This is an optimization exercise on Yosys and OpenROAD, whose aim is small area and a short achievable clock period, not a production implementation.
The RTL was checked by simulation tests, not by an equivalence proof against the original design.
The clock input has no modelled driver; a real chip could not lean on it and would need a root buffer or a full tree.

## north
==> flow/design.v <==
module stopwatch_01(clk,rst,key_reset,key_start_pasue,key_display_stop,hex0,hex1,hex2,hex3,hex4,hex5,hex6,hex7,led0,led1,led2,led3);
	input		clk,rst,key_reset,key_start_pasue,key_display_stop;
	output [6:0]	hex0,hex1,hex2,hex3,hex4,hex5,hex6,hex7;
	output	led0,led1,led2,led3;
	assign	led3 = 1'b0;
	reg	[1:0]	pre;
	wire	tick = pre[1];
	reg	[5:0]	hold_s, hold_d, hold_r;
	reg	start, freeze, cleared;
	reg	[3:0]	t0, t1, t2, t4, t6, t7;
	reg	[2:0]	t3, t5;
	reg	[3:0]	s0, s1, s2, s4, s6, s7;
	reg	[2:0]	s3, s5;
	wire	at50_s = hold_s[5] & hold_s[2] & hold_s[1] & hold_s[0];
	wire	at50_d = hold_d[5] & hold_d[2] & hold_d[1] & hold_d[0];
	wire	at50_r = hold_r[5] & hold_r[2] & hold_r[1] & hold_r[0];
	wire	push_s = tick & ~key_start_pasue;
	wire	push_d = tick & ~key_display_stop;
	wire	push_r = tick & ~key_reset;
	wire	fire_s = push_s & at50_s;
	wire	fire_d = push_d & at50_d;
	wire	fire_r = push_r & at50_r;
	wire	start_n, freeze_n;
	key_mux	u_ks(key_start_pasue, start, start ^ (tick & at50_s), start_n);
	key_mux	u_kd(key_display_stop, freeze, freeze ^ (tick & at50_d), freeze_n);
	wire	clr = rst | fire_r;
	function [3:0] step10;
		input [3:0] d;
		step10 = {~((~d[3] & d[0]) | (d[1])), (~d[3] & d[2]) | (~d[0]), ~((d[2] & ~d[0]) | (d[1])), (d[3]) | (~d[1] & d[0])};
	endfunction
	function [2:0] step6;
		input [2:0] d;
		step6 = {(d[0]), (~d[2] & ~d[1]) | (d[2] & d[0]), (~d[1])};
	endfunction
	function [3:0] step16;
		input [3:0] d;
		step16 = {(d[3] & ~d[2] & ~d[0]) | (~d[3] & d[0]) | (~d[2] & d[1]), (~d[3] & d[2] & d[1]) | (d[3] & ~d[2]) | (d[3] & ~d[1]), (d[1] & d[0]) | (~d[3] & d[2] & d[1]) | (d[2] & d[0]) | (~d[3] & ~d[2] & ~d[1] & ~d[0]), (~d[3] & d[1]) | (d[2] & d[1] & d[0]) | (~d[3] & d[2] & ~d[0]) | (d[3] & ~d[2] & ~d[1])};
	endfunction
	wire	n0 = (~t0[3] & ~t0[2] & t0[1]);
	wire	n1 = (~t1[3] & ~t1[2] & t1[1]);
	wire	n2 = (~t2[3] & ~t2[2] & t2[1]);
	wire	n3 = (t3[1] & ~t3[0]);
	wire	n4 = (~t4[3] & ~t4[2] & t4[1]);
	wire	n5 = (t5[1] & ~t5[0]);
	wire	n6 = (~t6[3] & ~t6[2] & t6[1]);
	wire	p1 = n0;
	wire	p2 = p1 & n1;
	wire	p3 = p2 & n2;
	wire	p4 = p3 & n3;
	wire	p5 = p4 & n4;
	wire	p6 = p5 & n5;
	wire	p7 = p6 & n6;
	wire	run_released = tick & start;
	wire	run_pressed = tick & (start ^ at50_s);
	wire	p0 = 1'b1;
	wire	c0;
	key_mux	u_c0(key_start_pasue, run_released & p0, run_pressed & p0, c0);
	wire	c1;
	key_mux	u_c1(key_start_pasue, run_released & p1, run_pressed & p1, c1);
	wire	c2;
	key_mux	u_c2(key_start_pasue, run_released & p2, run_pressed & p2, c2);
	wire	c3;
	key_mux	u_c3(key_start_pasue, run_released & p3, run_pressed & p3, c3);
	wire	c4;
	key_mux	u_c4(key_start_pasue, run_released & p4, run_pressed & p4, c4);
	wire	c5;
	key_mux	u_c5(key_start_pasue, run_released & p5, run_pressed & p5, c5);
	wire	c6;
	key_mux	u_c6(key_start_pasue, run_released & p6, run_pressed & p6, c6);
	wire	c7;
	key_mux	u_c7(key_start_pasue, run_released & p7, run_pressed & p7, c7);
	wire	[3:0]	t0_r = c0 ? step10(t0) : t0;
	wire	[3:0]	t1_r = c1 ? step10(t1) : t1;
	wire	[3:0]	t2_r = c2 ? step10(t2) : t2;
	wire	[2:0]	t3_r = c3 ? step6(t3) : t3;
	wire	[3:0]	t4_r = c4 ? step10(t4) : t4;
	wire	[2:0]	t5_r = c5 ? step6(t5) : t5;
	wire	[3:0]	t6_r = c6 ? step10(t6) : t6;
	wire	[3:0]	t7_r = c7 ? step16(t7) : t7;
	wire	[29:0]	t_n = {t7_r, t6_r, t5_r, t4_r, t3_r, t2_r, t1_r, t0_r} & {30{~clr}};
	wire	load = clr | ~freeze_n;
	wire	[29:0]	s_n;
	hold_mux	#(30)	u_hold(t_n, {s7, s6, s5, s4, s3, s2, s1, s0}, load, s_n);
	always @(posedge clk) begin
		pre[0] <= ~rst & ~pre[0] & ~pre[1];
		pre[1] <= ~rst & pre[0];
		hold_s <= rst ? 6'd0 : push_s ? (at50_s ? 6'd0 : {hold_s[4:0], ~(hold_s[5] ^ hold_s[0])}) : hold_s;
		hold_d <= rst ? 6'd0 : push_d ? (at50_d ? 6'd0 : {hold_d[4:0], ~(hold_d[5] ^ hold_d[0])}) : hold_d;
		hold_r <= rst ? 6'd0 : push_r ? (at50_r ? 6'd0 : {hold_r[4:0], ~(hold_r[5] ^ hold_r[0])}) : hold_r;
		start   <= ~rst & start_n;
		freeze  <= ~rst & freeze_n;
		cleared <= ~rst & (cleared | fire_r);
		{t7, t6, t5, t4, t3, t2, t1, t0} <= t_n;
		{s7, s6, s5, s4, s3, s2, s1, s0} <= s_n;
	end
	assign	led0 = start;
	assign	led1 = cleared;
	assign	led2 = freeze;
	dec10	u0(s0, hex0);
	dec10	u1(s1, hex1);
	dec10	u2(s2, hex2);
	dec6	u3(s3, hex3);
	dec10	u4(s4, hex4);
	dec6	u5(s5, hex5);
	dec10	u6(s6, hex6);
	dec16	u7(s7, hex7);
endmodule
module key_mux(k, released, pressed, y);
	input	k, released, pressed;
	output	y;
	assign	y = k ? released : pressed;
endmodule
module hold_mux(a, b, sel, y);
	parameter	W = 1;
	input	[W-1:0]	a, b;
	input		sel;
	output	[W-1:0]	y;
	assign	y = sel ? a : b;
endmodule
module dec10(d, seg);
	input	[3:0]	d;
	output	[6:0]	seg;
	assign	seg[0] = (d[1] & ~d[0]) | (~d[3] & d[2] & ~d[0]);
	assign	seg[1] = (d[3] & ~d[1]);
	assign	seg[2] = (~d[3] & d[2] & ~d[1] & d[0]);
	assign	seg[3] = (~d[3] & d[2] & ~d[0]) | (d[3] & d[1]);
	assign	seg[4] = (d[2] & ~d[0]) | (d[1]);
	assign	seg[5] = (d[3] & d[1]) | (~d[3] & d[2] & d[0]);
	assign	seg[6] = (~d[2] & ~d[0]) | (d[3] & d[1]);
endmodule
module dec6(d, seg);
	input	[2:0]	d;
	output	[6:0]	seg;
	assign	seg[0] = (d[1] & d[0]);
	assign	seg[1] = (d[1] & ~d[0]);
	assign	seg[2] = (d[2] & ~d[1]);
	assign	seg[3] = (d[1] & d[0]);
	assign	seg[4] = ~((~d[1] & ~d[0]));
	assign	seg[5] = (~d[2] & d[0]) | (d[2] & ~d[1]);
	assign	seg[6] = ~((~d[1] & d[0]) | (d[2]));
endmodule
module dec16(d, seg);
	input	[3:0]	d;
	output	[6:0]	seg;
	assign	seg[0] = (d[1]);
	assign	seg[1] = (d[1] & d[0]) | (d[2] & ~d[0]);
	assign	seg[2] = ~((d[2] & ~d[1]) | (~d[2] & ~d[0]) | (~d[3] & ~d[1]));
	assign	seg[3] = (~d[3] & ~d[2] & d[0]) | (d[1]);
	assign	seg[4] = (~d[3] & d[0]) | (d[1]) | (d[3] & d[2]);
	assign	seg[5] = ~((~d[1] & ~d[0]) | (d[3] & ~d[2] & ~d[0]) | (d[3] & d[2] & ~d[1]));
	assign	seg[6] = (d[1] & d[0]) | (~d[3] & ~d[2]) | (d[2] & d[1]);
endmodule
Settings: LEC_CHECK=0, ABC_AREA=1, CAP_MARGIN=20, CORE_MARGIN=2, CORE_UTILIZATION=50, SETUP_SLACK_MARGIN=2.95, SLEW_MARGIN=20, SYNTH_HIERARCHICAL=1, BUFFER_PORTS_ARGS=-buffer_cell sky130_fd_sc_hd__buf_1, PRE_CTS_TCL=/design/flow/flow/cts_pre.tcl; clock period 5.0 ns.
standard.sh (not shown) runs the stock make flow with config.mk's settings and CLKGATE_MAP_FILE= SYNTH_SCRIPT=/design/flow/synth_recipe.tcl, a recipe that flattens the netlist after the stock synthesis.
==> flow/flow/run.sh <==
#!/bin/bash
# The standard ORFS layout with two changes:
#  - port buffers are buf_1 cells (BUFFER_PORTS_ARGS),
#  - the clock is buffered by flow/cts_pre.tcl (four clkbuf_16 from the clock
#    port) in place of TritonCTS.
# The make output of the whole flow goes to flow_make.log here; ORFS keeps each
# step's own log under orfs/logs.
set -euo pipefail
here=$(pwd)
cat >> config.mk <<MK
export BUFFER_PORTS_ARGS = -buffer_cell sky130_fd_sc_hd__buf_1
export PRE_CTS_TCL = $here/flow/cts_pre.tcl
MK
bash standard.sh > flow_make.log 2>&1
Other scripts of this flow, unchanged in this note and not shown: flow/flow/clkbuf.tcl, flow/flow/cts_pre.tcl
What south does differently from north at the input level:
--- a/flow/design.v
+++ b/flow/design.v
@@ -47,31 +47,24 @@
 	wire	p2 = p1 & n1;
 	wire	p3 = p2 & n2;
 	wire	p4 = p3 & n3;
 	wire	p5 = p4 & n4;
 	wire	p6 = p5 & n5;
 	wire	p7 = p6 & n6;
-	wire	run_released = tick & start;
-	wire	run_pressed = tick & (start ^ at50_s);
-	wire	p0 = 1'b1;
-	wire	c0;
-	key_mux	u_c0(key_start_pasue, run_released & p0, run_pressed & p0, c0);
-	wire	c1;
-	key_mux	u_c1(key_start_pasue, run_released & p1, run_pressed & p1, c1);
-	wire	c2;
-	key_mux	u_c2(key_start_pasue, run_released & p2, run_pressed & p2, c2);
-	wire	c3;
-	key_mux	u_c3(key_start_pasue, run_released & p3, run_pressed & p3, c3);
-	wire	c4;
-	key_mux	u_c4(key_start_pasue, run_released & p4, run_pressed & p4, c4);
-	wire	c5;
-	key_mux	u_c5(key_start_pasue, run_released & p5, run_pressed & p5, c5);
-	wire	c6;
-	key_mux	u_c6(key_start_pasue, run_released & p6, run_pressed & p6, c6);
-	wire	c7;
-	key_mux	u_c7(key_start_pasue, run_released & p7, run_pressed & p7, c7);
+	wire	run;
+	key_mux	u_run(key_start_pasue, tick & start, tick & (start ^ at50_s), run);
+	wire	[7:0]	c;
+	carry_gate	u_carry(run, {p7, p6, p5, p4, p3, p2, p1, 1'b1}, c);
+	wire	c0 = c[0];
+	wire	c1 = c[1];
+	wire	c2 = c[2];
+	wire	c3 = c[3];
+	wire	c4 = c[4];
+	wire	c5 = c[5];
+	wire	c6 = c[6];
+	wire	c7 = c[7];
 	wire	[3:0]	t0_r = c0 ? step10(t0) : t0;
 	wire	[3:0]	t1_r = c1 ? step10(t1) : t1;
 	wire	[3:0]	t2_r = c2 ? step10(t2) : t2;
 	wire	[2:0]	t3_r = c3 ? step6(t3) : t3;
 	wire	[3:0]	t4_r = c4 ? step10(t4) : t4;
 	wire	[2:0]	t5_r = c5 ? step6(t5) : t5;
@@ -107,12 +100,18 @@
 endmodule
 module key_mux(k, released, pressed, y);
 	input	k, released, pressed;
 	output	y;
 	assign	y = k ? released : pressed;
 endmodule
+module carry_gate(run, p, c);
+	input		run;
+	input	[7:0]	p;
+	output	[7:0]	c;
+	assign	c = p & {8{run}};
+endmodule
 module hold_mux(a, b, sel, y);
 	parameter	W = 1;
 	input	[W-1:0]	a, b;
 	input		sel;
 	output	[W-1:0]	y;
 	assign	y = sel ? a : b;
Findings:
Having completed the whole flow, south delivered a layout that passed the timing, DRC and antenna checks. Of the two candidates, north has the worse area of all placed cells without fillers and south the better one. Summary — worst path setup slack after routing, south relative to north: lower, by 0.013 ns. Final period demand of the worst path was lower in the run labelled north. Between south and north, it is south whose met2 wire length is lower, by 10%. As of south, layout filler cell count had fallen by a few percent compared to north.
In every run of this note, the design's own scripts or RTL, not TritonCTS, make the clock network.

what the ideal ports hide:
The flow's constraints put no driver on any port. The routed layouts listed below were extracted and timed again, unchanged, in two steps. Step 1, drivers: a clkbuf_16 drives clk and a buf_2 each remaining input, both assumed. Step 2, shift: input delay + t, output delay - t, t = (earliest + latest rising clock arrival at the registers) / 2. This alone moves slack from input paths to output paths. Slacks: no drivers / after step 1 / after step 2; pairs: no drivers / after step 1.
run	shift t [ns]	setup WS [ns]	latest minus earliest clock arrival (ns)	worst data-port slew with drivers (ns)
north	0.223	3.046 / 2.976 / 2.877	0.005 / 0.005	0.03
south	0.218	3.032 / 2.981 / 2.871	0.006 / 0.005	0.03
After both steps every run listed still meets setup and hold. The setup slack of north, which loses most, moves by -0.070 ns with the drivers and by -0.169 ns with both steps.
